What follows belongs to an exercise in optimizing a design on an open flow for small area and a short achievable clock period; a production flow would make more cautious choices. The RTL was checked by simulation tests, not by an equivalence proof against the original design. Power and IR drop assume default switching activity.

<file path="flow/run.sh">
#!/bin/bash
# synth_recipe.tcl (not shown) runs the flow's synth.tcl, then flattens the netlist and writes it again
# the make line also repeats each setting of config.mk as NAME=value (left out here)
make -C /OpenROAD-flow-scripts/flow DESIGN_CONFIG=/design/flow/config.mk WORK_HOME=/design/flow/orfs CLKGATE_MAP_FILE= SYNTH_SCRIPT=/design/flow/synth_recipe.tcl finish
</file>
<file path="flow/config.mk">
export PLATFORM = sky130hd
export DESIGN_NAME = FIFObuffer
export DESIGN_NICKNAME = FIFObuffer
export VERILOG_FILES = /design/flow/design.v
export SDC_FILE = /design/flow/constraint.sdc
export NUM_CORES = 4
export LEC_CHECK = 0
export CAP_MARGIN = 20
export CORE_MARGIN = 2
export CORE_UTILIZATION = 40
export SLEW_MARGIN = 20
</file>
<file path="flow/constraint.sdc">
create_clock -name core_clock -period 2.5 [get_ports {Clk}]
set_input_delay 0.5000 -clock core_clock [delete_from_list [all_inputs] [get_ports {Clk}]]
set_output_delay 0.5000 -clock core_clock [all_outputs]
set_load 0.01 [all_outputs]
</file>
<file path="flow/design.v">
module FIFObuffer( Clk, 
                   dataIn, 
                   RD, 
                   WR, 
                   EN, 
                   dataOut, 
                   Rst,
                   EMPTY, 
                   FULL 
                   ); 
input  Clk, 
       RD, 
       WR, 
       EN, 
       Rst;
output  EMPTY, 
        FULL;
input   [31:0]    dataIn;
output reg [31:0] dataOut;  
reg [3:0]  Count; 
reg [31:0] FIFO [0:7]; 
reg [3:0]  readCounter, 
           writeCounter; 
assign EMPTY = (Count==0)? 1'b1:1'b0; 
assign FULL = (Count==8)? 1'b1:1'b0; 
always @ (posedge Clk) 
begin 
 if (EN==0); 
 else begin 
  if (Rst) begin 
   readCounter = 0; 
   writeCounter = 0; 
  end 
  else if (RD ==1'b1 && Count!=0) begin 
   dataOut  = FIFO[readCounter[2:0]]; 
   readCounter = readCounter+1; 
  end 
  else if (WR==1'b1 && Count<8) begin
   FIFO[writeCounter[2:0]]  = dataIn; 
   writeCounter  = writeCounter+1; 
  end 
  else; 
 end 
 Count = writeCounter - readCounter; 
end 
endmodule
</file>
==> flow_metrics.env <==
export IMPL_place_inst=1017
export IMPL_async_flop_share_pct=0
export IMPL_clk_latency_ps=510
export IMPL_cp_max_fo=6
export IMPL_grt_use_met3_pct=3.18
export IMPL_syn_area_sq_um=11300
export IMPL_critPathMaxStageDelay_ps=590
export IMPL_grt_total_usage_pct=15.1
export IMPL_crit_required_ps=2000
export IMPL_gr_total_overflow=0
export IMPL_cp_arrival_ps=1780
export IMPL_worst_pin_slew_ps=550
export IMPL_clock_skew_ps=14.7
export IMPL_synth_common_cells="edfxtp_1 (288), nand2_1 (104), mux4_2 (64)"
export IMPL_ctsHoldBuffers=0
export IMPL_synth_edf_count=288
export IMPL_clk_pin_slew_worst_paths_ps=60
export IMPL_intPower_mw=9.91
export IMPL_cts_htree_levels=2
export IMPL_synth_most_common_cell="edfxtp_1"
export IMPL_period_needed_ps=2280
export IMPL_critPathSlowestCell="clkdlybuf4s50_1"
export IMPL_end_kind="primary output"
export IMPL_grt_pass1_vias=5713
export IMPL_p_seq_share_pct=45.4
export IMPL_antenna_cells=0
export IMPL_start_util_pct=40.6
export IMPL_ys_flop_type="edfxtp_1"
export IMPL_syn_num_nets=601
export IMPL_wl_microns=21400
export IMPL_first_pass_iters=4
export IMPL_routedWlPerCell_microns=19.9
export IMPL_hold_viol=0
export IMPL_die_area_sq_um=29600
export IMPL_drt_initial_drc_count=380
export IMPL_grt_busiest_layer="met2"
export IMPL_synth_cell_types=36
export IMPL_design_core_area_sq_um=27800
export IMPL_cts_resized=0
export IMPL_slew_viol_final=0
export IMPL_gp_congestion=0.762
export IMPL_syn_inst=558
export IMPL_crit_chain="nor4b_1 -> clkdlybuf4s50_1"
export IMPL_avgSynthCellArea_sq_um=20.2
export IMPL_synth_warnings=1
export IMPL_drive_gt1_share_pct=23.6
export IMPL_die_width_microns=172
export IMPL_synth_seq_area_share_pct=78.8
export IMPL_ant_nets=0
export IMPL_post_route_util_pct=50.4
export IMPL_fmax_ghz=0.439
export IMPL_dp_hpwl_microns=12900
export IMPL_numCtsBuffers=34
export IMPL_critPathLaunchType="flop"
export IMPL_post_route_period_util_pct=91.1
export IMPL_p_switching_mw=3.21
export IMPL_vias=5482
export IMPL_postCtsSetupBuffers=0
export IMPL_antenna_found_initial=1
export IMPL_slew_headroom_pct=63.4
export IMPL_synth_area_leaders="edfxtp_1 (77%), mux4_2 (13%), nand2_1 (3.5%)"
export IMPL_status="finished clean"
export IMPL_cts_tree="yes"
export IMPL_p_per_area_nw_per_um2=937
export IMPL_synth_top_area_share_pct=76.7
export IMPL_p_comb_share_pct=17.6
export IMPL_drcViolationCount=0
export IMPL_fp_dieH_microns=172
export IMPL_gr_usage_met1_pct=19.8
export IMPL_nNetsFinal=718
export IMPL_routed_via_density=5.09
export IMPL_io_pins=71
export IMPL_swShare_pct=24.5
export IMPL_path_class="flop to primary output"
export IMPL_path_delay_family="buffers and inverters"
export IMPL_leakage_nw=4.55
export IMPL_cts_num_sinks=300
export IMPL_portBuffers=70
export IMPL_holdWs_ps=585
export IMPL_path_buf_inv=1
export IMPL_syn_to_final_growth_pct=24.2
export IMPL_fin_cells=1076
export IMPL_ir_drop_uv=423
export IMPL_p_clk_share_pct=37.0
export IMPL_ys_seq_elements=300
export IMPL_fin_ws_ps=222
export IMPL_drv_cap=0
export IMPL_finalSetupViolCount=0
export IMPL_hp_class="flop to flop"
export IMPL_dpl_worst_slack_ps=-118
export IMPL_grt_max_degree=37
export IMPL_setup_tns_ps=0
export IMPL_num_rows=61
export IMPL_grt_util_met2_pct=25.5
export IMPL_cts_root_buf="clkbuf_16"
export IMPL_grt_pass1_wl_microns=33200
export IMPL_rsz0062_at_grt="false"
export IMPL_yosys_area_top_type="edfxtp_1"
export IMPL_cts_buffer_depth=3
per-layer routing:
| metal | vias to the layer above | routed length [microns] |
|---|---|---|
| met5 | - | 0 |
| met4 | 0 | 380 |
| met3 | 31 | 1070 |
| met2 | 123 | 11000 |
| met1 | 2872 | 9050 |
| li1 | 2456 | - |
stage by stage:
| stage | instance area [sq um] | power, mW |
|---|---|---|
| finish | 14000 | 13.1 |
| global route | 14000 | 13.7 |
| CTS | 14000 | 13.3 |
| detailed placement | 12900 | 8.42 |
| global placement | 12900 | 8.37 |
| floorplan | 11400 | 7.61 |
worst register-to-register path, delay by kind of cell (launching register included):
kind,cells,cell delay [ps]
flops,1,350
fa+ha+maj,1,280
xor+xnor,1,140
compound gates,4,940
simple gates,1,190
mux,1,110
buf+inv,1,190
path summary, 6_finish.rpt:
| kind | startpoint | to | slack (ps) | cells past startpoint |
|---|---|---|---|---|
| max | Count[3] | FULL | 220 | 2 |
| min | writeCounter[3] | writeCounter[3] | 590 | 2 |
| max reg2reg | Count[2] | Count[3] | 230 | 9 |
| min reg2reg | writeCounter[3] | writeCounter[3] | 590 | 2 |
registers in the layout, summed over array words and instances (netlist names):
signal        flops
Count             4
FIFO            256
dataOut          32
readCounter       4
writeCounter      4
cell type report:
class	count	area, sq um
clock inverters	15	195
fillers	2272	13800
inverters	10	37.5
well taps	378	473
clock buffers	44	910
multi-input cells	224	2340
flip-flops and latches	300	8900
repair buffers	105	1150
power by group through the flow:
stage | clock network (mW) | registers (mW) | logic, mW
floorplan | 0 | 5.99 | 1.62
global placement | 0 | 6.06 | 2.31
detailed placement | 0 | 6.07 | 2.35
CTS | 4.97 | 5.96 | 2.36
global route | 5.16 | 5.98 | 2.52
finish | 4.86 | 5.95 | 2.31
placed cells by master (no fill, tap or decap), types with 4 or more instances in the layout:
cell,n
a21oi_1,7
buf_12,15
buf_4,20
bufinv_16,4
clkbuf_1,9
clkbuf_16,35
clkdlybuf4s50_1,70
clkinv_2,4
dfxtp_1,8
edfxtp_1,288
ha_1,5
inv_1,10
mux4_2,64
nand2_1,102
nor2_4,7
xnor2_1,4
cells by family after synthesis:
| family | share of synthesized area [%] |
|---|---|
| DFF | 78.8 |
| and+or+nand+nor | 4.64 |
| muxes | 12.9 |
| buffers and inverters | 1.31 |
| AOI/OAI and AO/OA | 1.34 |
| adders and majority gates | 0.732 |
| xor gates and xnor gates | 0.311 |

what the ideal ports hide:
The results above use ideal ports. As a check the final layout listed here was re-extracted and re-timed, cells and wires unchanged.
Step 1 assumes that a clkbuf_16 drives the clock port and a buf_2 every other input.
Step 2 adds t to the input delays and takes it off the output delays; t is the mean of the earliest and latest rising clock arrival at the registers after step 1. Input paths then give back, and output paths get back, about the clock's delay inside the block.
Slacks: ideal ports / drivers / drivers and shift; pairs: ideal ports / drivers.
t, ns: 0.550
setup slack, ns: 0.222 / 0.173 / -0.110
worst setup path at the end: input to register
clock arrival spread, ns: 0.014 / 0.015
pins driven straight from the clock port: 1
Met with ideal ports but missed after step 2: setup timing in this run. The setup slack of this run moves by -0.049 ns with the drivers and by -0.332 ns with both steps.
